Source: an optimization exercise on an open RTL-to-GDS flow (aim: small area). Production flows keep margins and buffers that such runs may drop. RTL that was checked went through simulation tests only; none was proved equivalent to the original. Power figures rest on the tool's default switching activity, not on a simulated workload.

==> flow/design.v <==
module pwm_ctrl #(
  parameter 	NUM_CH = 8,
  parameter 	CNT_WIDTH = 16
)(
  input clock,
  input resetn,
  input read,
  input write,
  input [5:0] address,
  input chipselect,
  input [3:0] byteenable,
  input [31:0] writedata,
  output [31:0] readdata,
  output logic [NUM_CH-1:0] 	pwm_out_ff
);
integer i;
genvar j, k;
logic              we;
logic              sel_max;
logic              sel_en;
logic [NUM_CH-1:0] sel_duty;
assign we      = chipselect & write;
assign sel_max = address == 6'd0;
assign sel_en  = address == 6'd1;
always_comb
  for (i = 0; i < NUM_CH; i = i + 1)
    sel_duty[i] = address == 6'(i + 2);
logic [15:0] wd_max;
logic [15:0] wd_duty;
assign wd_max  = writedata[15:0] | {{8{~byteenable[1]}}, {8{~byteenable[0]}}};
assign wd_duty = writedata[15:0] & {{8{byteenable[1]}}, {8{byteenable[0]}}};
logic              max_wr_ff;
logic [CNT_WIDTH-1:0] max_raw_ff;
logic [CNT_WIDTH-1:0] cnt_max;
always_ff @(posedge clock, negedge resetn)
  if (!resetn)
    max_wr_ff <= 1'b0;
  else if (we && sel_max)
    max_wr_ff <= 1'b1;
generate
  for (k = 0; k < 2; k = k + 1) begin: max_byte
    always_ff @(posedge clock)
      if (we && sel_max && (byteenable[k] || !max_wr_ff))
        max_raw_ff[8*k +: 8] <= wd_max[8*k +: 8];
  end
endgenerate
assign cnt_max = max_raw_ff | {CNT_WIDTH{~max_wr_ff}};
logic [NUM_CH-1:0] ch_en_ff;
always_ff @(posedge clock, negedge resetn)
  if (!resetn)
    ch_en_ff <= {NUM_CH{1'b0}};
  else if (we && sel_en && byteenable[0])
    ch_en_ff <= writedata[NUM_CH-1:0];
logic [NUM_CH-1:0]    duty_wr_ff;
logic [CNT_WIDTH-1:0] duty_raw_ff [NUM_CH-1:0];
generate
  for (j = 0; j < NUM_CH; j = j + 1) begin: ch
    always_ff @(posedge clock, negedge resetn)
      if (!resetn)
        duty_wr_ff[j] <= 1'b0;
      else if (we && sel_duty[j])
        duty_wr_ff[j] <= 1'b1;
    for (k = 0; k < 2; k = k + 1) begin: duty_byte
      always_ff @(posedge clock)
        if (we && sel_duty[j] && (byteenable[k] || !duty_wr_ff[j]))
          duty_raw_ff[j][8*k +: 8] <= ~wd_duty[8*k +: 8];
    end
  end
endgenerate
logic [15:0] rd;
always_comb begin
  rd = (cnt_max & {16{sel_max}}) |
       ({8'd0, ch_en_ff} & {16{sel_en}});
  for (i = 0; i < NUM_CH; i = i + 1)
    rd = rd | (~duty_raw_ff[i] & {16{sel_duty[i] & duty_wr_ff[i]}});
end
assign readdata = {16'd0, rd};
logic [CNT_WIDTH-1:0] cnt_ff;
always_ff @(posedge clock)
  if (!(|ch_en_ff) || cnt_ff == cnt_max)
    cnt_ff <= '0;
  else
    cnt_ff <= cnt_ff + 1'b1;
function automatic logic less(input logic [CNT_WIDTH-1:0] c,
                              input logic [CNT_WIDTH-1:0] d);
  logic lt;
  lt = 1'b0;
  for (int b = 0; b < CNT_WIDTH; b = b + 1)
    lt = (~c[b] & d[b]) | ((~c[b] | d[b]) & lt);
  less = lt;
endfunction
always_ff @(posedge clock, negedge resetn)
  if (!resetn)
    pwm_out_ff <= {NUM_CH{1'b0}};
  else
    for (i = 0; i < NUM_CH; i = i + 1)
      pwm_out_ff[i] <= ch_en_ff[i] && duty_wr_ff[i] && less(cnt_ff, ~duty_raw_ff[i]);
endmodule
Settings: LEC_CHECK=0, CAP_MARGIN=20, CORE_MARGIN=2, CORE_UTILIZATION=40, SLEW_MARGIN=20, BUFFER_PORTS_ARGS=-buffer_cell sky130_fd_sc_hd__buf_1, CTS_ARGS=-sink_clustering_enable -repair_clock_nets -dont_use_dummy_load -buf_list {sky130_fd_sc_hd__clkbuf_8}; clock period 10.0 ns.
standard.sh (not shown) runs the stock make flow with config.mk's settings and CLKGATE_MAP_FILE= SYNTH_SCRIPT=/design/flow/synth_recipe.tcl, a recipe that flattens the netlist after the stock synthesis.
==> flow/flow/run.sh <==
#!/bin/bash
# The standard layout (standard.sh) with three changes:
#  - synthesis maps logic with an area-oriented ABC script (flow/synth.tcl);
#  - the port buffers are buf_1 cells;
#  - the clock tree uses clkbuf_8 cells and no dummy loads.
set -e
export FLOW_ABC_SCRIPT=$PWD/flow/abc_area_min.script
cat >> config.mk <<'EOC'
export BUFFER_PORTS_ARGS = -buffer_cell sky130_fd_sc_hd__buf_1
export CTS_ARGS = -sink_clustering_enable -repair_clock_nets -dont_use_dummy_load -buf_list {sky130_fd_sc_hd__clkbuf_8}
EOC
bash standard.sh SYNTH_SCRIPT=$PWD/flow/synth.tcl finish > standard.log 2>&1
==> flow/flow/abc_area_min.script <==
strash
ifraig
dc2
dch -f
map -a
==> flow/flow/synth.tcl <==
# synth_recipe.tcl (the standard synthesis) with one change: ABC maps the
# logic with the area-oriented script in abc_area_min.script.
proc synth {args} { yosys synth -nofsm -noshare {*}$args }
proc abc {args} {
  set i [lsearch -exact $args -script]
  if {$i >= 0} { lset args [expr {$i + 1}] $::env(FLOW_ABC_SCRIPT) }
  yosys abc {*}$args
}
source $::env(SCRIPTS_DIR)/synth.tcl
# left out here: clear keep_hierarchy, flatten, clean up, hide names made inside functions, write 1_2_yosys.v
Rerun with:
--- a/flow/design.v
+++ b/flow/design.v
@@ -25,26 +25,24 @@
 always_comb
   for (i = 0; i < NUM_CH; i = i + 1)
     sel_duty[i] = address == 6'(i + 2);
-logic [15:0] wd_max;
 logic [15:0] wd_duty;
-assign wd_max  = writedata[15:0] | {{8{~byteenable[1]}}, {8{~byteenable[0]}}};
 assign wd_duty = writedata[15:0] & {{8{byteenable[1]}}, {8{byteenable[0]}}};
-logic              max_wr_ff;
+logic [1:0]           max_wr_ff;
 logic [CNT_WIDTH-1:0] max_raw_ff;
 logic [CNT_WIDTH-1:0] cnt_max;
-always_ff @(posedge clock, negedge resetn)
-  if (!resetn)
-    max_wr_ff <= 1'b0;
-  else if (we && sel_max)
-    max_wr_ff <= 1'b1;
 generate
   for (k = 0; k < 2; k = k + 1) begin: max_byte
+    always_ff @(posedge clock, negedge resetn)
+      if (!resetn)
+        max_wr_ff[k] <= 1'b0;
+      else if (we && sel_max && byteenable[k])
+        max_wr_ff[k] <= 1'b1;
     always_ff @(posedge clock)
-      if (we && sel_max && (byteenable[k] || !max_wr_ff))
-        max_raw_ff[8*k +: 8] <= wd_max[8*k +: 8];
+      if (we && sel_max && byteenable[k])
+        max_raw_ff[8*k +: 8] <= writedata[8*k +: 8];
+    assign cnt_max[8*k +: 8] = max_raw_ff[8*k +: 8] | {8{~max_wr_ff[k]}};
   end
 endgenerate
-assign cnt_max = max_raw_ff | {CNT_WIDTH{~max_wr_ff}};
 logic [NUM_CH-1:0] ch_en_ff;
 always_ff @(posedge clock, negedge resetn)
   if (!resetn)
Result: The new run finished clean; setup slack gains 560 ps; utilization drops by 0.24 points; routed wire length shrinks slightly; count of clock-buffer cells in the layout does not change; non-clock buffer count increases by 2; total power climbs by roughly a tenth; area after synthesis fell slightly; die area shrinks slightly; clock skew hardly moves; sequential power rises by a few percent; fmax rose by a little under a tenth; first-iteration DRC count increases by roughly a tenth; critical path depth goes down by 2.
Function not checked in the first run of this note: the RTL went through the layout flow alone.

[static timing again, ports no longer ideal]
In the flow no input, the clock included, has a driving cell. The finished layouts below were timed again as built, in two steps. Step 1: set_driving_cell puts a clkbuf_16 on clock and a buf_2 on each other input, an assumption about the parent block. Step 2 also shifts input and output timing later by t, the mid clock arrival at the registers, as if the neighbouring blocks saw the same clock. Three values: ideal ports, drivers, drivers and shift; two values: the first two.
run	shift t [ns]	setup slack, ns	worst setup path at the end	worst data-port slew with drivers (ns)
the first run	0.499	2.492 / 2.472 / 2.472	input to output	0.03
the second run	0.504	3.053 / 3.033 / 3.033	input to output	0.03
After both steps every run listed still meets setup and hold.
